This is an optimization exercise on Yosys and OpenROAD, whose aim is small area, a short achievable clock period and few clock cycles per item, not a production implementation. The RTL was checked by simulation tests, not by an equivalence proof against the original design.

[config.mk]
export PLATFORM = sky130hd
export DESIGN_NAME = MULDIV_top
export DESIGN_NICKNAME = MULDIV_top
export VERILOG_FILES = /design/flow/design.v
export SDC_FILE = /design/flow/constraint.sdc
export NUM_CORES = 4
export LEC_CHECK = 0
export CAP_MARGIN = 20
export CORE_MARGIN = 2
export CORE_UTILIZATION = 70
export PLACE_DENSITY = 0.75
export SETUP_SLACK_MARGIN = 5
export SLEW_MARGIN = 20
[constraint.sdc]
create_clock -name core_clock -period 10.0 [get_ports {clk}]
set_input_delay 2.0000 -clock core_clock [delete_from_list [all_inputs] [get_ports {clk}]]
set_output_delay 2.0000 -clock core_clock [all_outputs]
set_load 0.01 [all_outputs]
[design.v]
module MULDIV_top (
    input clk,
    input start,
    input reset,
    input [31:0] in_A,
    input [31:0] in_B,
    input [1:0] op_div,
    input [1:0] op_mul,
    input muldiv_sel,
    output [31:0] R,
    output muldiv_done
    );
    localparam S_IDLE = 3'd0, S_NORM = 3'd1, S_ITER = 3'd2, S_FIX = 3'd3, S_DONE = 3'd4, S_CORR = 3'd5;
    reg [2:0] state;
    reg       done_r;
    reg        is_div, is_mul_n, na, nb, bz, out_hi;
    reg  [1:0] op;
    reg  [5:0] lza, lzb;         
    wire [5:0] cnt = lza;        
    reg [32:0] areg;             
    reg [35:0] breg;
    reg [63:0] acc;
    reg b1_s1, b1_s2, n1;        
    reg b0_s1, b0_s2;            
    reg y0_inv, x0;              
    reg y_div;                   
    reg x_inv, x_se, c_in;       
    function [5:0] lzc;
        input [31:0] x;
        reg [15:0] v1, p1;
        reg [7:0]  v2;
        reg [15:0] p2;
        reg [3:0]  v3;
        reg [11:0] p3;
        reg [1:0]  v4;
        reg [7:0]  p4;
        reg [4:0]  p5;
        integer k;
        begin
            for (k = 0; k < 16; k = k + 1) begin
                v1[k] = x[2*k+1] | x[2*k];
                p1[k] = ~x[2*k+1];
            end
            for (k = 0; k < 8; k = k + 1) begin
                v2[k] = v1[2*k+1] | v1[2*k];
                p2[2*k+1 -: 2] = v1[2*k+1] ? {1'b0, p1[2*k+1]} : {1'b1, p1[2*k]};
            end
            for (k = 0; k < 4; k = k + 1) begin
                v3[k] = v2[2*k+1] | v2[2*k];
                p3[3*k+2 -: 3] = v2[2*k+1] ? {1'b0, p2[4*k+3 -: 2]} : {1'b1, p2[4*k+1 -: 2]};
            end
            for (k = 0; k < 2; k = k + 1) begin
                v4[k] = v3[2*k+1] | v3[2*k];
                p4[4*k+3 -: 4] = v3[2*k+1] ? {1'b0, p3[6*k+5 -: 3]} : {1'b1, p3[6*k+2 -: 3]};
            end
            p5 = v4[1] ? {1'b0, p4[7:4]} : {1'b1, p4[3:0]};
            lzc = (v4[1] | v4[0]) ? {1'b0, p5} : 6'd32;
        end
    endfunction
    wire sa_in = muldiv_sel ? ~op_div[0] : (op_mul != 2'd3);
    wire sb_in = muldiv_sel ? ~op_div[0] : ~op_mul[1];
    wire na_in = sa_in & in_A[31];
    wire nb_in = sb_in & in_B[31];
    wire [5:0] lza_in = lzc({in_A[31] & ~sa_in, in_A[30:0] ^ in_A[31:1]});
    wire [5:0] lzb_in = lzc({in_B[31] & ~sb_in, in_B[30:0] ^ in_B[31:1]});
    wire swap = is_mul_n & (lza > lzb);               
    wire [3:0] cza = lza[5:2] + {3'd0, lza[1:0] != 2'd0};    
    wire [3:0] czb = lzb[5:2] + {3'd0, lzb[1:0] != 2'd0};
    wire [3:0] cz  = swap ? cza : czb;
    wire [6:0] dsh = {1'b0, lzb} - {1'b0, lza} + {6'd0, na};    
    wire div_none = dsh[6] | bz;                     
    wire [5:0] sh = is_mul_n ? {cz, 2'b00} : dsh[5:0];
    wire [35:0] sh_src = swap ? {{3{areg[32]}}, areg} : breg;
    wire [35:0] sh_out = sh_src << sh;
    wire q_neg = (na ^ nb) & ~bz;
    wire is_rem = op[1];
    wire [34:0] a35 = {{2{areg[32]}}, areg};
    wire [34:0] Y1 = (({35{b1_s1}} & a35) | ({35{b1_s2}} & {a35[33:0], 1'b0})) ^ {35{n1}};
    wire [34:0] Y0 = (({35{b0_s1}} & a35) | ({35{b0_s2}} & {a35[33:0], 1'b0})) ^ {35{y0_inv}};
    wire [39:0] A1 = {{3{Y1[34]}}, Y1, 2'b00};
    wire [39:0] A0 = y_div ? ({breg, 4'b0000} ^ {40{y0_inv}}) : {{5{Y0[34]}}, Y0};
    wire [39:0] X  = x_inv ? ~{{2{x_se & acc[33]}}, acc[33:0], 4'b0000}
                           : {{2{x_se & acc[33]}}, acc[33:0], 1'b0, n1, 1'b0, x0};
    wire [39:0] cs_s = X ^ A1 ^ A0;
    wire [39:0] cs_c = (X & A1) | (X & A0) | (A1 & A0);
    wire [40:0] T2 = {cs_s, 1'b1} + {cs_c[38:0], 1'b0, c_in};
    wire [39:0] T = T2[40:1];
    wire [25:0] hi = acc[59:34];
    wire [25:0] hi_p = hi + 26'd1;
    wire [25:0] hi_m = hi - 26'd1;
    wire [25:0] hi_new = T[39] ? hi_m : (T[38] ? hi_p : hi);
    wire q = ~T[39];
    wire last = (cnt == 6'd1);
    function [2:0] bdec;
        input [2:0] x;
        begin
            bdec[2] = (x == 3'b011) | (x == 3'b100);
            bdec[1] = x[1] ^ x[0];
            bdec[0] = x[2] & ~(x[1] & x[0]);
        end
    endfunction
    wire go_fix = ~is_rem | na;
    always @(posedge clk or negedge reset) begin
        if (!reset) begin
            state  <= S_IDLE;
            done_r <= 1'b0;
        end else begin
            done_r <= 1'b0;
            case (state)
                S_IDLE: if (start) state <= S_NORM;
                S_NORM: begin
                    if (is_div & div_none) begin
                        if (go_fix) state <= S_FIX;
                        else begin state <= S_DONE; done_r <= 1'b1; end
                    end else state <= S_ITER;
                end
                S_ITER: if (last) begin
                    if (is_div & is_rem & ~q) state <= S_CORR;
                    else if (is_div & go_fix) state <= S_FIX;
                    else begin state <= S_DONE; done_r <= 1'b1; end
                end
                S_CORR: begin
                    if (na) state <= S_FIX;
                    else begin state <= S_DONE; done_r <= 1'b1; end
                end
                S_FIX: begin state <= S_DONE; done_r <= 1'b1; end
                default: state <= S_IDLE;
            endcase
        end
    end
    wire [5:0] bd_next = (state == S_NORM) ? {bdec(sh_out[35:33]), bdec(sh_out[33:31])}
                                           : {bdec(breg[31:29]), bdec(breg[29:27])};
    always @(posedge clk) begin
        {b1_s2, b1_s1, n1, b0_s2, b0_s1, y0_inv, x0} <= 7'd0;
        y_div <= 1'b0; x_inv <= 1'b0; x_se <= 1'b0; c_in <= 1'b0;
        case (state)
            S_IDLE: begin
                areg   <= {na_in, in_A};
                breg   <= {{4{nb_in}}, in_B};
                acc    <= 64'd0;
                lza    <= lza_in;
                lzb    <= lzb_in;
                na     <= na_in;
                nb     <= nb_in;
                bz     <= (in_B == 32'd0);
                is_div <= muldiv_sel;
                is_mul_n <= ~muldiv_sel;
                op     <= muldiv_sel ? op_div : op_mul;
                out_hi <= ~muldiv_sel & (op_mul != 2'd0);
                b0_s1  <= muldiv_sel;
                y0_inv <= muldiv_sel & na_in;
                x0     <= muldiv_sel & na_in;
            end
            S_NORM: begin
                breg <= sh_out;
                if (is_div) begin
                    if (~div_none | is_rem) acc <= {hi_new, T[37:0]};
                    areg <= 33'd0;                   
                    lza  <= dsh[5:0] + 6'd1;
                    if (div_none) begin
                        b0_s1  <= ~is_rem;
                        y0_inv <= ~is_rem & (q_neg | bz);
                        x0     <= ~is_rem & q_neg;
                        x_inv  <= is_rem;
                        x_se   <= is_rem;
                        c_in   <= is_rem;
                    end else begin
                        y_div  <= 1'b1;
                        x_se   <= 1'b1;
                        y0_inv <= ~nb;
                        x0     <= ~nb;
                    end
                end else begin
                    if (swap) areg <= breg[32:0];
                    lza  <= 6'd9 - {2'd0, cz};
                    {b1_s2, b1_s1, n1, b0_s2, b0_s1, y0_inv} <= bd_next;
                    x0 <= bd_next[0];
                end
            end
            S_ITER: begin
                lza <= cnt - 6'd1;
                if (is_div) begin
                    if (~last) breg <= {breg[35], breg[35:1]};
                    areg <= {areg[31:0], q};
                    if (last & ~is_rem) acc <= 64'd0;
                    else acc[33:0] <= T[37:4];
                    if (last) begin
                        if (is_rem & ~q) begin
                            y_div  <= 1'b1;
                            x_se   <= 1'b1;
                            y0_inv <= nb;
                            x0     <= nb;
                        end else begin
                            b0_s1  <= ~is_rem;
                            y0_inv <= ~is_rem & (q_neg | bz);
                            x0     <= ~is_rem & q_neg;
                            x_inv  <= is_rem;
                            x_se   <= is_rem;
                            c_in   <= is_rem;
                        end
                    end else begin
                        y_div  <= 1'b1;
                        x_se   <= 1'b1;
                        y0_inv <= q ^ nb;
                        x0     <= q ^ nb;
                    end
                end else begin
                    breg <= {breg[31:0], 4'b0000};
                    acc  <= {hi_new, T[37:0]};
                    if (!last) begin
                        {b1_s2, b1_s1, n1, b0_s2, b0_s1, y0_inv} <= bd_next;
                        x0 <= bd_next[0];
                    end
                end
            end
            S_CORR: begin
                acc[33:0] <= T[37:4];
                x_inv <= 1'b1;       
                x_se  <= 1'b1;
                c_in  <= 1'b1;
            end
            S_FIX: begin
                if (is_rem) acc[33:0] <= T[37:4];
                else acc <= {hi_new, T[37:0]};
            end
            default: ;
        endcase
    end
    assign R = out_hi ? acc[63:32] : acc[31:0];
    assign muldiv_done = done_r;
endmodule
[run.sh]
#!/bin/bash
# synth_recipe.tcl (not shown) runs the flow's synth.tcl, then flattens the netlist and writes it again
# the make line also repeats each setting of config.mk as NAME=value (left out here)
make -C /OpenROAD-flow-scripts/flow DESIGN_CONFIG=/design/flow/config.mk WORK_HOME=/design/flow/orfs CLKGATE_MAP_FILE= SYNTH_SCRIPT=/design/flow/synth_recipe.tcl finish
==> run summary, run 1 <==
async set-or-reset flop fraction in the synthesized netlist=2.41%; cell type with the highest occurrence count on the critical path=sky130_fd_sc_hd__ha_1; Layout Cells excl Fill=2636; final clock period utilization by the worst path=51.0%; Iteration-0 DRC Markers=3415; critical path fanouts, max=30; synthesized area per cell=8.31 sq um; total number of yosys warnings=1; cell chosen for the clock root=sky130_fd_sc_hd__clkbuf_16; global-route wire length before repair=96.9 mm; count of different cell masters after synthesis=82; Detail Placement HPWL=46.4 mm; largest family of logic cells by synthesized area=compound AO/OA/AOI/OAI gates; clock skew after layout=22.7 ps; highest cell delay on the worst timing path=650 ps; commonest non-fill, non-tap cells in the layout=sky130_fd_sc_hd__nand2_1, sky130_fd_sc_hd__nor2_1, sky130_fd_sc_hd__inv_1; WP data arrival=5450 ps; number of instances in the synthesized netlist=2249; n_diodes=0; effective utilization at floorplan=71.5%; type of origin of the critical path=flip-flop; Placed Cells=2576; clock tree from TritonCTS=yes; port bufs=104; Req. time, crit path=10350 ps; worst min-delay path category=flip-flop to flip-flop; area of the mapped netlist=18700 sq um; most used flip-flop cell after synthesis=sky130_fd_sc_hd__edfxtp_1; Total Negative Setup Slacks=0 ps; WL/cell=24.5 um; endpoint class of the critical path=flip-flop; Post-layout nets=2492; Die X=167 um; number of antenna violations at the first check in global routing=0; top-level port count=105; DR vias=18.9k; complex-gate fraction of the synthesized area=22.3%; number of slew-limit violations in the final report=0; DRC viols=0; status=timing/DRC/antenna clean; number of enable-type register cells in the synthesized netlist=152; insertion delay of the later-clocked pin in the worst-skew pair=460 ps; largest net degree at the start of global routing=71; height of the chip=167 um; number of buffers created by CTS=17; proportion of layout cells with a drive suffix above 1=10.2%; vias in the first global route=17.6k; worst-path cell with the longest stage delay=sky130_fd_sc_hd__fa_1; minimum clock period after layout=5100 ps; total of endpoints with negative setup slack in the final report=0; worst slew margin relative to its limit=22.2%; Std-Cell Core Area=26100 sq um; placement row count=59; area enclosed by the die boundary=28000 sq um; maximum level of the CTS H-tree=4; gr ovfl total=0; proportion of synthesized area in mux cells=10.0%; Total Wirelength=64.6 mm; clock tree buffer depth=2; synthesized-area fraction occupied by and/or/nand/nor cells=15.9%; number of synthesized register bits=166; All-Layer GR Usage=43.9%; crit-path cells=ha_1 -> inv_1 -> ha_1 -> fa_1 -> nor2b_2 -> buf_4 -> mux4_2 -> mux2i_2 -> mux2i_1 -> a21oi_2 -> a21oi_1 -> and2_1 -> ha_1 -> o31ai_1 -> a21oi_1 -> o21ai_0; number of maximum-capacitance violations=0; Final Wtd Congestion=1.04; post-synthesis share of cell area spent on xor and xnor gates=9.19%; P&R area growth vs syn=13.0%; register area share after synthesis=26.0%; synthesized net count=2453; number of buffers added to fix hold violations after cts=0; Clock Pin Slew Worst Setup and Hold Paths=80 ps; achievable frequency=196 MHz; Final ANT Viol Nets=0; clock sink count=166; final count of hold timing violations=0; Worst Path Class, Setup=flip-flop to flip-flop; most common cell after layout, fill and taps aside=sky130_fd_sc_hd__nand2_1; vias per inst=7.16; worst slew pin tran=1150 ps; detailed-router iteration count before antenna repair=26; synthesized-area fraction occupied by adder cells=10.4%; RSZ-0062 raised after global routing=true
[final timing paths]
kind / endpoint / slack (ps) / startpoint / cells after the start
setup reg to reg: y0_inv / 4900 / lza[0] / 16
hold reg to reg: areg[27] / 670 / areg[26] / 2
min in group asynchronous: state[0] / 1750 / reset / 1
setup / recovery: y0_inv / 4900 / lza[0] / 16
hold / removal: areg[27] / 670 / areg[26] / 2
max in group asynchronous: done_r / 8090 / reset / 1
[area by class of cell]
type / instances / area (sq um)
clock buffer: 17 / 425
clock inverter: 15 / 171
fill: 1719 / 5020
inverter: 166 / 623
multi-input combinational: 1777 / 13000
sequential: 166 / 4870
tap: 335 / 419
timing repair buffer: 160 / 1620
[synth_stat cells, drive strengths merged, types with 11 or more instances]
cell	instances	area, sq um
mux4	11	248
nor3	43	215
o22ai	16	100
clkbuf	117	439
or3	15	93.8
xnor2	110	963
edfxtp	152	4560
inv	165	619
mux2i	88	881
and2	12	75.1
a211oi	23	185
o221ai	23	201
xor2	86	753
fa	38	761
a22o	25	219
o211ai	13	97.6
mux2	66	743
nand4	12	75.1
nor2	176	661
nand2	255	957
ha	94	1180
a22oi	108	811
o21ai	139	707
a21oi	150	754
nor2b	19	119
and3	23	144
buf	23	92.6
a31oi	18	119
nand2b	19	119
nand3	45	225
a21o	22	165
[repair_timing]
action,CTS,global route
gates cloned,0,3
resized for setup,26,36
pin swaps,2,7
endpoints found under the setup margin,34,43
setup buffers,5,19
[flip-flops by register name (all words and copies together), names as in the netlist, 3 cells and up]
name and count:
acc 64, breg 36, lza 6, lzb 6
state 3, areg 33
[metrics by stage]
step	util (%)	hold slack, ps	worst slack (ps)	area, sq um
floorplan	-	504	4990	18700
global placement	76.3	627	4500	19900
detailed placement	76.4	640	4350	20000
CTS	79.3	661	5020	20700
global route	80.8	700	4760	21100
finish	80.8	674	4900	21100
[worst max-delay path, delay by kind of cell, from the launching register on]
kind	cells	cell delay (ps)
AOI/OAI and AO/OA	5	1250
adders and majority gates	4	1470
buffers and inverters	2	410
DFF	1	510
muxes	3	930
and+or+nand+nor	2	390
[cell families (layout without fill, tap and decap cells)]
logic type	after synthesis	in the layout
xor gates and xnor gates	196	196
and+or+nand+nor	657	657
AOI/OAI and AO/OA	627	627
DFF	166	166
adders and majority gates	132	132
muxes	165	165
buffers and inverters	306	358
[routing by layer]
layer	global-route usage, %	routed length [um]	part of all wire [%]	vias up
met5	0	0	0	-
met4	26.8	4580	7.1	0
met3	8.06	8120	13	357
met2	70.2	29300	45	1657
met1	55.6	22700	35	8644
li1	-	-	-	8209
Testbench counts, summed over its fixed seeds: cycles 18,203, items 2,400.
==> run 2: changes to the inputs <==
--- a/design.v
+++ b/design.v
@@ -63,4 +63,4 @@
     wire nb_in = sb_in & in_B[31];
-    wire [5:0] lza_in = lzc({in_A[31] & ~sa_in, in_A[30:0] ^ in_A[31:1]});
-    wire [5:0] lzb_in = lzc({in_B[31] & ~sb_in, in_B[30:0] ^ in_B[31:1]});
+    wire [5:0] lza_in = (in_A[31] & ~sa_in) ? 6'd0 : lzc({1'b0, in_A[30:0] ^ in_A[31:1]});
+    wire [5:0] lzb_in = (in_B[31] & ~sb_in) ? 6'd0 : lzc({1'b0, in_B[30:0] ^ in_B[31:1]});
     wire swap = is_mul_n & (lza > lzb);               
@@ -78,7 +78,8 @@
     wire [34:0] Y1 = (({35{b1_s1}} & a35) | ({35{b1_s2}} & {a35[33:0], 1'b0})) ^ {35{n1}};
-    wire [34:0] Y0 = (({35{b0_s1}} & a35) | ({35{b0_s2}} & {a35[33:0], 1'b0})) ^ {35{y0_inv}};
+    wire [34:0] Y0 = (({35{b0_s1}} & a35) | ({35{b0_s2}} & {a35[33:0], 1'b0}) |
+                      ({35{y_div}} & {breg[30:0], 4'b0000})) ^ {35{y0_inv}};
+    wire        y0_se = ((b0_s1 | b0_s2) & areg[32]) ^ y0_inv;
     wire [39:0] A1 = {{3{Y1[34]}}, Y1, 2'b00};
-    wire [39:0] A0 = y_div ? ({breg, 4'b0000} ^ {40{y0_inv}}) : {{5{Y0[34]}}, Y0};
-    wire [39:0] X  = x_inv ? ~{{2{x_se & acc[33]}}, acc[33:0], 4'b0000}
-                           : {{2{x_se & acc[33]}}, acc[33:0], 1'b0, n1, 1'b0, x0};
+    wire [39:0] A0 = {y_div ? (breg[35:31] ^ {5{y0_inv}}) : {5{y0_se}}, Y0};
+    wire [39:0] X  = {{2{x_se & acc[33]}}, acc[33:0], 1'b0, n1, 1'b0, x0} ^ {40{x_inv}};
     wire [39:0] cs_s = X ^ A1 ^ A0;
@@ -186,21 +187,13 @@
                     else acc[33:0] <= T[37:4];
-                    if (last) begin
-                        if (is_rem & ~q) begin
-                            y_div  <= 1'b1;
-                            x_se   <= 1'b1;
-                            y0_inv <= nb;
-                            x0     <= nb;
-                        end else begin
-                            b0_s1  <= ~is_rem;
-                            y0_inv <= ~is_rem & (q_neg | bz);
-                            x0     <= ~is_rem & q_neg;
-                            x_inv  <= is_rem;
-                            x_se   <= is_rem;
-                            c_in   <= is_rem;
-                        end
+                    if (last & ~is_rem) begin
+                        b0_s1  <= 1'b1;
+                        y0_inv <= q_neg | bz;
+                        x0     <= q_neg;
                     end else begin
-                        y_div  <= 1'b1;
+                        y_div  <= ~(last & q);
                         x_se   <= 1'b1;
-                        y0_inv <= q ^ nb;
-                        x0     <= q ^ nb;
+                        y0_inv <= last ? (~q & nb) : (q ^ nb);
+                        x0     <= last ? (~q & nb) : (q ^ nb);
+                        x_inv  <= last & q;
+                        c_in   <= last & q;
                     end
==> run summary, run 2 <==
status=timing/DRC/antenna clean; Total Wirelength=63.9 mm (-1.2%); Final Wtd Congestion=1.04 (about the same); synthesized net count=2414 (-1.6%); number of enable-type register cells in the synthesized netlist=152 (unchanged); Req. time, crit path=10190 ps (-160 ps); height of the chip=169 um (+0.68%); top-level port count=105 (unchanged); clock sink count=166 (unchanged); total of endpoints with negative setup slack in the final report=0 (unchanged); number of antenna violations at the first check in global routing=1 (+1); worst slew margin relative to its limit=27.5% (+5.3 points); port bufs=104 (unchanged); final count of hold timing violations=0 (unchanged); largest net degree at the start of global routing=67 (-5.6%); Layout Cells excl Fill=2585 (-1.9%); clock tree buffer depth=2 (unchanged); number of instances in the synthesized netlist=2209 (-1.8%); endpoint class of the critical path=flip-flop; Die X=169 um (+0.68%); All-Layer GR Usage=44.0% (+0.085 points); number of slew-limit violations in the final report=0 (unchanged); complex-gate fraction of the synthesized area=23.1% (+0.87 points); endpoint of the worst setup timing path=acc[32]; flip-flop count of the largest register, all copies and words added=64 (unchanged); worst min-delay path category=flip-flop to flip-flop; area enclosed by the die boundary=28400 sq um (+1.4%); async set-or-reset flop fraction in the synthesized netlist=2.41% (unchanged); area of the mapped netlist=18900 sq um (+1.4%); number of maximum-capacitance violations=0 (unchanged); count of different cell masters after synthesis=98 (+20%); synthesized-area fraction occupied by and/or/nand/nor cells=15.8% (-0.13 points); clock skew after layout=18.1 ps (-4.60 ps); WP data arrival=5090 ps (-360 ps); placement row count=60 (+1.7%); achievable frequency=204 MHz (+4.0%); most numerous cell types in the synthesized netlist=sky130_fd_sc_hd__nand2_1, sky130_fd_sc_hd__inv_1, sky130_fd_sc_hd__edfxtp_1; P&R area growth vs syn=10.4%; most used flip-flop cell after synthesis=sky130_fd_sc_hd__edfxtp_1; global-route wire length before repair=97.6 mm (+0.71%); n_diodes=0 (unchanged); Reg2Reg Capture Point=acc[32]; Detail Placement HPWL=48.1 mm (+3.5%); synthesized area per cell=8.57 sq um (+3.2%); gr ovfl total=0 (unchanged); most frequent cell after synthesis=sky130_fd_sc_hd__nand2_1; Iteration-0 DRC Markers=2900 (-15%); DRC viols=0 (unchanged); maximum level of the CTS H-tree=4 (unchanged); Total Negative Setup Slacks=0 ps (unchanged); type of origin of the critical path=flip-flop; vias per inst=7.24 (+1.2%); effective utilization at floorplan=70.9% (-0.61 points); critical path fanouts, max=6 (-80%); final clock period utilization by the worst path=49.0% (-2.0 points); detailed-router iteration count before antenna repair=8 (-69%); number of buffers created by CTS=17 (unchanged); largest registers=acc (64), breg (36), areg (33); DR vias=18.7k (-0.74%); synthesized-area fraction occupied by adder cells=10.3% (-0.077 points); WL/cell=24.7 um (+0.77%); clock tree from TritonCTS=yes; RSZ-0062 raised after global routing=false; Std-Cell Core Area=26700 sq um (+2.3%); leading post-synthesis cells by cell area=sky130_fd_sc_hd__edfxtp_1, sky130_fd_sc_hd__ha_1, sky130_fd_sc_hd__mux2i_1; post-synthesis share of cell area spent on xor and xnor gates=8.51% (-0.68 points); worst slew pin tran=1080 ps (-71.2 ps); minimum clock period after layout=4900 ps (-198 ps); total number of yosys warnings=1 (unchanged); register area share after synthesis=25.7% (-0.36 points); most common cell after layout, fill and taps aside=sky130_fd_sc_hd__nand2_1; Clock Pin Slew Worst Setup and Hold Paths=80 ps (about the same); depth of the worst register-to-register path=15 (-1); proportion of synthesized area in mux cells=9.91% (-0.11 points); commonest non-fill, non-tap cells in the layout=sky130_fd_sc_hd__nand2_1, sky130_fd_sc_hd__inv_1, sky130_fd_sc_hd__edfxtp_1; Final ANT Viol Nets=0 (unchanged); origin of the worst min-delay path=areg[20]; Reg2Reg Setup Slack=5100 ps (+200 ps); Post-layout nets=2436 (-2.2%); insertion delay of the later-clocked pin in the worst-skew pair=450 ps (about the same); register name with the most flops=acc; largest family of logic cells by synthesized area=compound AO/OA/AOI/OAI gates; Placed Cells=2534 (-1.6%); cell chosen for the clock root=sky130_fd_sc_hd__clkbuf_16; vias in the first global route=17.6k (-0.034%); Worst Path Class, Setup=flip-flop to flip-flop; number of synthesized register bits=166 (unchanged); Yosys top cell by area=sky130_fd_sc_hd__edfxtp_1; proportion of layout cells with a drive suffix above 1=8.65% (-1.5 points); reg-to-reg startpoint=areg[9]; first element of the critical path=areg[9]; Synth top area share=24.1% (-0.34 points)
-- run 2: cell types whose count changed after synthesis, sizes merged, moves of 20 or more --
cell,before,now
nand2,255,220
xor2,86,106
xnor2,110,78
a22oi,108,73
nor2,176,132
mux2,66,39
mux2i,88,110
buf,23,50
a222oi,2,30
o21ai,139,83
-- run 2: final cells by class --
| type | instances | area (sq um) |
|---|---|---|
| clock buffer | 18 | 429 |
| clock inverter | 14 | 138 |
| fill | 1779 | 5810 |
| inverter | 164 | 621 |
| multi-input combinational | 1730 | 13000 |
| sequential | 166 | 4890 |
| tap | 341 | 427 |
| timing repair buffer | 152 | 1440 |
-- run 2: metrics by stage --
stage	utilization [%]	instance area, sq um	setup slack [ps]	hold slack [ps]
finish	78.3	20900	5100	679
global route	78.3	20900	4920	710
CTS	77.3	20700	5060	668
detailed placement	75.1	20100	4670	656
global placement	75.0	20100	4760	637
floorplan	-	18900	5120	591
-- run 2: worst max-delay path, stage by stage (launching register included) --
cell and delay (ps):
sky130_fd_sc_hd__edfxtp_1 530, sky130_fd_sc_hd__a222oi_1 510, sky130_fd_sc_hd__xor2_1 180, sky130_fd_sc_hd__fa_1 570, sky130_fd_sc_hd__inv_1 50, sky130_fd_sc_hd__ha_2 390
sky130_fd_sc_hd__and4_1 220, sky130_fd_sc_hd__nand2_1 70, sky130_fd_sc_hd__or4_1 560, sky130_fd_sc_hd__a31oi_1 270, sky130_fd_sc_hd__o22ai_1 160, sky130_fd_sc_hd__o21ai_0 370
sky130_fd_sc_hd__a21oi_1 200, sky130_fd_sc_hd__o21a_1 230, sky130_fd_sc_hd__xor2_1 210, sky130_fd_sc_hd__o2bb2ai_1 120
-- run 2: cells by family after synthesis --
group	Yosys count
AO/OA/AOI/OAI	622
XOR/XNOR	184
multiplexers	164
adder cells (fa/ha/maj)	133
AND/OR/NAND/NOR	627
flip-flops	166
buffers and inverters	313
-- run 2: layer usage --
metal	up-vias	global-route usage [%]	routed length, um
li1	8211	-	-
met1	8716	56.0	23200
met2	1508	70.4	29000
met3	291	8.32	7560
met4	2	25.5	4130
met5	-	0	14
-- run 2: how the worst min path moves through the flow --
stage               endpoint  slack [ps]  depth (start not counted)
CTS                 areg[21]         670                          2
global route        areg[21]         710                          2
finish              areg[21]         680                          2
detailed placement  areg[24]         660                          2
floorplan           areg[12]         590                          2
global placement    areg[23]         640                          2
-- run 2: what timing repair did --
| action | 4_1_cts | 5_1_grt |
|---|---|---|
| buffers inserted | 0 | 19 |
| pin swaps | 0 | 10 |
| hold buffers | 0 | 0 |
| setup endpoints to repair | 34 | 33 |
| resized for setup | 7 | 26 |
Testbench counts of run 2, summed over its fixed seeds: cycles 18,203, items 2,400.
==> run 3: changes to the inputs <==
--- a/config.mk
+++ b/config.mk
@@ -7,3 +7,3 @@
 export LEC_CHECK = 0
-export CAP_MARGIN = 20
+export CAP_MARGIN = 10
 export CORE_MARGIN = 2
@@ -12,2 +12,3 @@
 export SETUP_SLACK_MARGIN = 5
-export SLEW_MARGIN = 20
+export SLEW_MARGIN = 10
+export TNS_END_PERCENT = 5
==> run summary, run 3 <==
area enclosed by the die boundary=28400 sq um (unchanged); n_diodes=0 (unchanged); leading post-synthesis cells by cell area=sky130_fd_sc_hd__edfxtp_1, sky130_fd_sc_hd__ha_1, sky130_fd_sc_hd__mux2i_1; Detail Placement HPWL=47.8 mm (-0.44%); global-route wire length before repair=97.9 mm (+0.26%); most numerous cell types in the synthesized netlist=sky130_fd_sc_hd__nand2_1, sky130_fd_sc_hd__inv_1, sky130_fd_sc_hd__edfxtp_1; clock tree from TritonCTS=yes; Req. time, crit path=10320 ps (+130 ps); Layout Cells excl Fill=2574 (-0.43%); insertion delay of the later-clocked pin in the worst-skew pair=450 ps (about the same); largest registers=acc (64), breg (36), areg (33); cell area after placement=20100 sq um (-0.14%); Total Negative Setup Slacks=0 ps (unchanged); Clock Pin Slew Worst Setup and Hold Paths=90 ps (about the same); Total Wirelength=63.5 mm (-0.64%); most frequent cell after synthesis=sky130_fd_sc_hd__nand2_1; RSZ-0062 raised after global routing=true; pre-CTS setup slack=4690 ps (+16.2 ps); Layout Cell Area excl Fill=20800 sq um (-0.69%); final count of hold timing violations=0 (unchanged); clock sink count=166 (unchanged); clock skew after layout=17.4 ps (-0.698 ps); Final ANT Viol Nets=0 (unchanged); Synth top area share=24.1% (unchanged); final clock period utilization by the worst path=49.1% (+0.12 points); achievable frequency=204 MHz (-0.24%); proportion of layout cells with a drive suffix above 1=7.97% (-0.67 points); async set-or-reset flop fraction in the synthesized netlist=2.41% (unchanged); worst slew margin relative to its limit=13.5% (-14 points); Final Wtd Congestion=1.04 (unchanged); DR vias=18.6k (-0.54%); number of antenna violations at the first check in global routing=1 (unchanged); minimum clock period after layout=4910 ps (+11.6 ps); critical path fanouts, max=11 (+5); count of different cell masters after synthesis=98 (unchanged); top-level port count=105 (unchanged); detailed-router iteration count before antenna repair=9 (+1); gr ovfl total=0 (unchanged); number of synthesized register bits=166 (unchanged); final critical-path setup slack=5090 ps (-11.6 ps); placement row count=60 (unchanged); most common cell after layout, fill and taps aside=sky130_fd_sc_hd__nand2_1; most used flip-flop cell after synthesis=sky130_fd_sc_hd__edfxtp_1; Post-layout nets=2426 (-0.41%); WP data arrival=5230 ps (+140 ps); port bufs=104 (unchanged); type of origin of the critical path=flip-flop; All-Layer GR Usage=44.1% (+0.11 points); vias in the first global route=17.6k (+0.40%); most crowded layer after global routing=met2; P&R area growth vs syn=9.66%; area of the mapped netlist=18900 sq um (unchanged); number of buffers added to fix hold violations after cts=0 (unchanged); flip-flop count of the largest register, all copies and words added=64 (unchanged); register name with the most flops=acc; worst slew pin tran=1280 ps (+200 ps); DRC viols=0 (unchanged); WL/cell=24.7 um (-0.21%); synthesized net count=2414 (unchanged); number of slew-limit violations in the final report=0 (unchanged); number of buffers created by CTS=17 (unchanged); largest net degree at the start of global routing=67 (unchanged); GR Layer Usage met1=56.0% (about the same); register area share after synthesis=25.7% (unchanged); Worst Path Class, Setup=flip-flop to flip-flop; endpoint class of the critical path=flip-flop; height of the chip=169 um (unchanged); Die X=169 um (unchanged); effective utilization at floorplan=70.9% (unchanged); status=timing/DRC/antenna clean; maximum level of the CTS H-tree=4 (unchanged); number of instances in the synthesized netlist=2209 (unchanged); worst min-delay path category=flip-flop to flip-flop; clock tree buffer depth=2 (unchanged); vias per inst=7.24 (-0.11%); number of enable-type register cells in the synthesized netlist=152 (unchanged); Iteration-0 DRC Markers=2873 (-0.93%); total number of yosys warnings=1 (unchanged); worst hold margin=671 ps (-7.93 ps); total of endpoints with negative setup slack in the final report=0 (unchanged); Std-Cell Core Area=26700 sq um (unchanged); met2 track demand over resource=69.7% (-0.73 points); commonest non-fill, non-tap cells in the layout=sky130_fd_sc_hd__nand2_1, sky130_fd_sc_hd__inv_1, sky130_fd_sc_hd__edfxtp_1; Placed Cells=2533 (-0.039%); number of maximum-capacitance violations=0 (unchanged); cell chosen for the clock root=sky130_fd_sc_hd__clkbuf_16; Yosys top cell by area=sky130_fd_sc_hd__edfxtp_1; final core utilization=77.7% (-0.54 points); synthesized area per cell=8.57 sq um (unchanged); met3 capacity usage during global routing=8.46% (+0.14 points)
run 3: layer usage:
metal	vias to the layer above	routed length (um)
li1	8189	-
met1	8642	23300
met2	1468	28300
met3	326	7380
met4	2	4480
met5	-	16
run 3: cell type report:
cell class | instances | area (sq um)
Fill cell | 1807 | 5950
Multi-Input combinational cell | 1730 | 12900
Clock buffer | 17 | 425
Inverter | 164 | 623
Tap cell | 341 | 427
Sequential cell | 166 | 4890
Timing Repair Buffer | 142 | 1340
Clock inverter | 14 | 136
run 3: final timing paths:
kind | from | end | slack (ps) | cells after the start
setup / recovery | areg[7] | acc[55] | 5090 | 16
hold / removal | areg[20] | areg[21] | 670 | 2
setup reg to reg | areg[7] | acc[55] | 5090 | 16
hold reg to reg | areg[20] | areg[21] | 670 | 2
max in group asynchronous | reset | state[0] | 8080 | 1
min in group asynchronous | reset | done_r | 1750 | 1
run 3: critical path, cell delays in order, from the launching register on:
cell and delay [ps]:
sky130_fd_sc_hd__edfxtp_1 540, sky130_fd_sc_hd__a222oi_1 460, sky130_fd_sc_hd__xor2_1 200, sky130_fd_sc_hd__fa_1 590
sky130_fd_sc_hd__inv_1 50, sky130_fd_sc_hd__ha_1 370, sky130_fd_sc_hd__and4_1 230, sky130_fd_sc_hd__nand2_1 70
sky130_fd_sc_hd__or4_1 560, sky130_fd_sc_hd__nand2_1 150, sky130_fd_sc_hd__nand2_1 110, sky130_fd_sc_hd__a21oi_2 290
sky130_fd_sc_hd__nor3_1 80, sky130_fd_sc_hd__buf_4 200, sky130_fd_sc_hd__or4_1 500, sky130_fd_sc_hd__a211o_1 310
sky130_fd_sc_hd__nand2_1 60
run 3: cell families after synthesis:
kind of cell,share of synthesized area [%]
AO/OA/AOI/OAI,23.1
adder cells (fa/ha/maj),10.3
AND/OR/NAND/NOR,15.8
flip-flops,25.7
XOR/XNOR,8.51
multiplexers,9.91
buffers and inverters,6.66
run 3: timing repair:
item	4_1_cts	5_1_grt
pin swaps	0	6
resized for setup	7	19
setup buffers	0	10
setup endpoints to repair	34	36
==> run 4: changes to the inputs <==
--- a/config.mk
+++ b/config.mk
@@ -9,4 +9,4 @@
 export CORE_MARGIN = 2
-export CORE_UTILIZATION = 70
-export PLACE_DENSITY = 0.75
+export CORE_UTILIZATION = 75
+export PLACE_DENSITY = 0.8
 export SETUP_SLACK_MARGIN = 5
==> run summary, run 4 <==
Iteration-0 DRC Markers=3865 (+35%); Req. time, crit path=10200 ps (-120 ps); total number of yosys warnings=1 (unchanged); top-level port count=105 (unchanged); worst slew margin relative to its limit=21.1% (+7.6 points); Detail Placement HPWL=47.1 mm (-1.5%); DRC viols=0 (unchanged); synthesized net count=2414 (unchanged); register area share after synthesis=25.7% (unchanged); critical path fanouts, max=26 (+15); Total Negative Setup Slacks=0 ps (unchanged); synthesized area per cell=8.57 sq um (unchanged); WL/cell=25.0 um (+1.2%); Die X=163 um (-3.3%); leading post-synthesis cells by cell area=sky130_fd_sc_hd__edfxtp_1, sky130_fd_sc_hd__ha_1, sky130_fd_sc_hd__mux2i_1; register name with the most flops=acc; kind of cell adding the most delay to the critical path=compound AO/OA/AOI/OAI gates; number of instances in the synthesized netlist=2209 (unchanged); DR vias=19.1k (+2.4%); worst min-delay path category=flip-flop to flip-flop; P&R area growth vs syn=9.93%; most common cell after layout, fill and taps aside=sky130_fd_sc_hd__nand2_1; Worst Path Class, Setup=flip-flop to flip-flop; WP data arrival=5180 ps (-50 ps); count of different cell masters after synthesis=98 (unchanged); detailed-router iteration count before antenna repair=10 (+1); placement row count=58 (-3.3%); Filler cells=1538 (-15%); port bufs=104 (unchanged); worst-path cell with the longest stage delay=sky130_fd_sc_hd__fa_1; type of origin of the critical path=flip-flop; gr ovfl total=0 (unchanged); worst path bufs/invs=3 (+1); clock tree buffer depth=2 (unchanged); largest registers=acc (64), breg (36), areg (33); Final Wtd Congestion=1.10 (+5.1%); Synth top area share=24.1% (unchanged); pre-CTS setup slack=4640 ps (-49.7 ps); Placed Cells=2521 (-0.47%); Post-layout nets=2429 (+0.12%); number of slew-limit violations in the final report=0 (unchanged); worst slew pin tran=1170 ps (-112 ps); global-route wire length before repair=97.0 mm (-0.89%); total met3 wirelength after detailed routing=9.26 mm (+25%); achievable frequency=201 MHz (-1.5%); status=timing/DRC/antenna clean; Yosys top cell by area=sky130_fd_sc_hd__edfxtp_1; final count of hold timing violations=0 (unchanged); Layout Cells excl Fill=2567 (-0.27%); clock tree from TritonCTS=yes; final critical-path setup slack=5020 ps (-74.7 ps); crit-path cells=a222oi_1 -> xor2_1 -> fa_1 -> inv_1 -> ha_1 -> a2111o_1 -> o21a_1 -> o2111ai_2 -> a211o_1 -> o211a_1 -> buf_6 -> inv_8 -> or4_1 -> o32ai_1 -> mux2i_1; number of synthesized register bits=166 (unchanged); highest cell delay on the worst timing path=580 ps (about the same); most used flip-flop cell after synthesis=sky130_fd_sc_hd__edfxtp_1; Std-Cell Core Area=25000 sq um (-6.6%); most numerous cell types in the synthesized netlist=sky130_fd_sc_hd__nand2_1, sky130_fd_sc_hd__inv_1, sky130_fd_sc_hd__edfxtp_1; Final ANT Viol Nets=0 (unchanged); number of maximum-capacitance violations=0 (unchanged); highest routing layer actually used=met5; flip-flop count of the largest register, all copies and words added=64 (unchanged); most frequent cell after synthesis=sky130_fd_sc_hd__nand2_1; clock sink count=166 (unchanged); area enclosed by the die boundary=26500 sq um (-6.5%); insertion delay of the later-clocked pin in the worst-skew pair=450 ps (about the same); RSZ-0062 raised after global routing=true; area of the mapped netlist=18900 sq um (unchanged); Clock Pin Slew Worst Setup and Hold Paths=80 ps (about the same); number of buffers added to fix hold violations after cts=0 (unchanged); proportion of layout cells with a drive suffix above 1=8.32% (+0.35 points); number of enable-type register cells in the synthesized netlist=152 (unchanged); vias per inst=7.43 (+2.7%); maximum level of the CTS H-tree=4 (unchanged); Total Wirelength=64.1 mm (+0.93%); length of routed met2 wiring=28.5 mm (+0.72%); effective utilization at floorplan=75.9% (+5.0 points); vias in the first global route=17.6k (+0.12%); async set-or-reset flop fraction in the synthesized netlist=2.41% (unchanged); total of endpoints with negative setup slack in the final report=0 (unchanged); number of buffers created by CTS=17 (unchanged); number of antenna violations at the first check in global routing=4 (+3); height of the chip=163 um (-3.3%); final clock period utilization by the worst path=49.8% (+0.75 points); clock skew after layout=17.9 ps (+0.508 ps); endpoint class of the critical path=flip-flop; All-Layer GR Usage=47.3% (+3.2 points); detailed-routing wirelength on met1=21.4 mm (-8.1%); cell chosen for the clock root=sky130_fd_sc_hd__clkbuf_16; commonest non-fill, non-tap cells in the layout=sky130_fd_sc_hd__nand2_1, sky130_fd_sc_hd__inv_1, sky130_fd_sc_hd__edfxtp_1; minimum clock period after layout=4980 ps (+74.7 ps); largest net degree at the start of global routing=67 (unchanged)
run 4: changes by cell type in the layout (fill, tap and decap cells not counted), sizes merged:
cell,delta
diode,+1
clkbuf,+1
clkinvlp,+2
buf,+3
bufinv,+2
clkinv,-1
inv,-4
run 4: final timing paths:
kind	from	to	slack, ps	cells past startpoint
min reg2reg	areg[22]	areg[23]	680	2
max in group asynchronous	reset	done_r	8100	1
max reg2reg	areg[6]	acc[62]	5020	15
min in group asynchronous	reset	state[1]	1740	1
min	areg[22]	areg[23]	680	2
max	areg[6]	acc[62]	5020	15
run 4: cell families (layout without fill, tap and decap cells):
| family | count (synthesis) | in the layout | share of synthesized area (%) |
|---|---|---|---|
| muxes | 164 | 164 | 9.91 |
| xor gates and xnor gates | 184 | 184 | 8.51 |
| adders and majority gates | 133 | 133 | 10.3 |
| and+or+nand+nor | 627 | 627 | 15.8 |
| buffers and inverters | 313 | 340 | 6.66 |
| DFF | 166 | 166 | 25.7 |
| AOI/OAI and AO/OA | 622 | 622 | 23.1 |
| other | 0 | 1 | 0 |
run 4: layer usage:
metal | global-route usage, % | vias up
li1 | - | 8198
met2 | 74.0 | 1765
met1 | 58.7 | 8695
met5 | 0 | -
met4 | 29.9 | 4
met3 | 11.7 | 415
run 4: worst min-delay path: cells and delay by family (launching register included):
kind | cells | cell delay [ps]
flops | 1 | 430
simple gates | 2 | 140
run 4: cell type report:
type,instances,area [sq um],area share [%]
multi-input cells,1730,13000,62.2
flip-flops and latches,166,4890,23.5
repair buffers,145,1360,6.53
inverters,164,623,2.99
clock buffers,18,429,2.06
well taps,330,413,1.98
clock inverters,13,148,0.709
diodes,1,2.50,0.0120
run 4: per-stage QoR:
stage	hold slack (ps)	util [%]	area [sq um]
2_1_floorplan	591	-	18900
3_3_place_gp	640	80.3	20000
3_5_place_dp	640	80.3	20000
4_1_cts	655	82.6	20600
5_1_grt	693	83.4	20800
6_report	682	83.4	20800
run 4: repair_timing:
action | 4_1_cts | 5_1_grt
gates resized for setup | 7 | 24
pin swaps | 0 | 7
buffers inserted | 0 | 14
endpoints found under the setup margin | 38 | 39

## re-timing with driven ports
In the flow no input, the clock included, has a driving cell. The finished layouts below were timed again as built, in two steps.
Step 1 sets driving cells, clkbuf_16 on the clock port and buf_2 on the other inputs (assumed; they add their load-dependent delay and slew).
Step 2 times the ports against the registers' clock, not the clock port: input delays grow and output delays shrink by t, the midpoint of the rising clock arrivals with the driver on.
a / b / c = no drivers / after step 1 / after step 2; a / b = the first two.
run | t (ns) | slack for setup (ns) | worst setup path at the end | latest minus earliest clock arrival (ns)
run 1 | 0.502 | 4.903 / 4.903 / 4.880 | input to register | 0.023 / 0.023
run 2 | 0.497 | 5.101 / 5.101 / 4.818 | input to register | 0.018 / 0.018
run 3 | 0.494 | 5.090 / 5.090 / 4.856 | input to register | 0.017 / 0.018
run 4 | 0.494 | 5.015 / 5.015 / 4.764 | input to register | 0.018 / 0.018
After both steps every run listed still meets setup and hold. The setup slack of run 2, which loses most, moves by 0.000 ns with the drivers and by -0.283 ns with both steps.
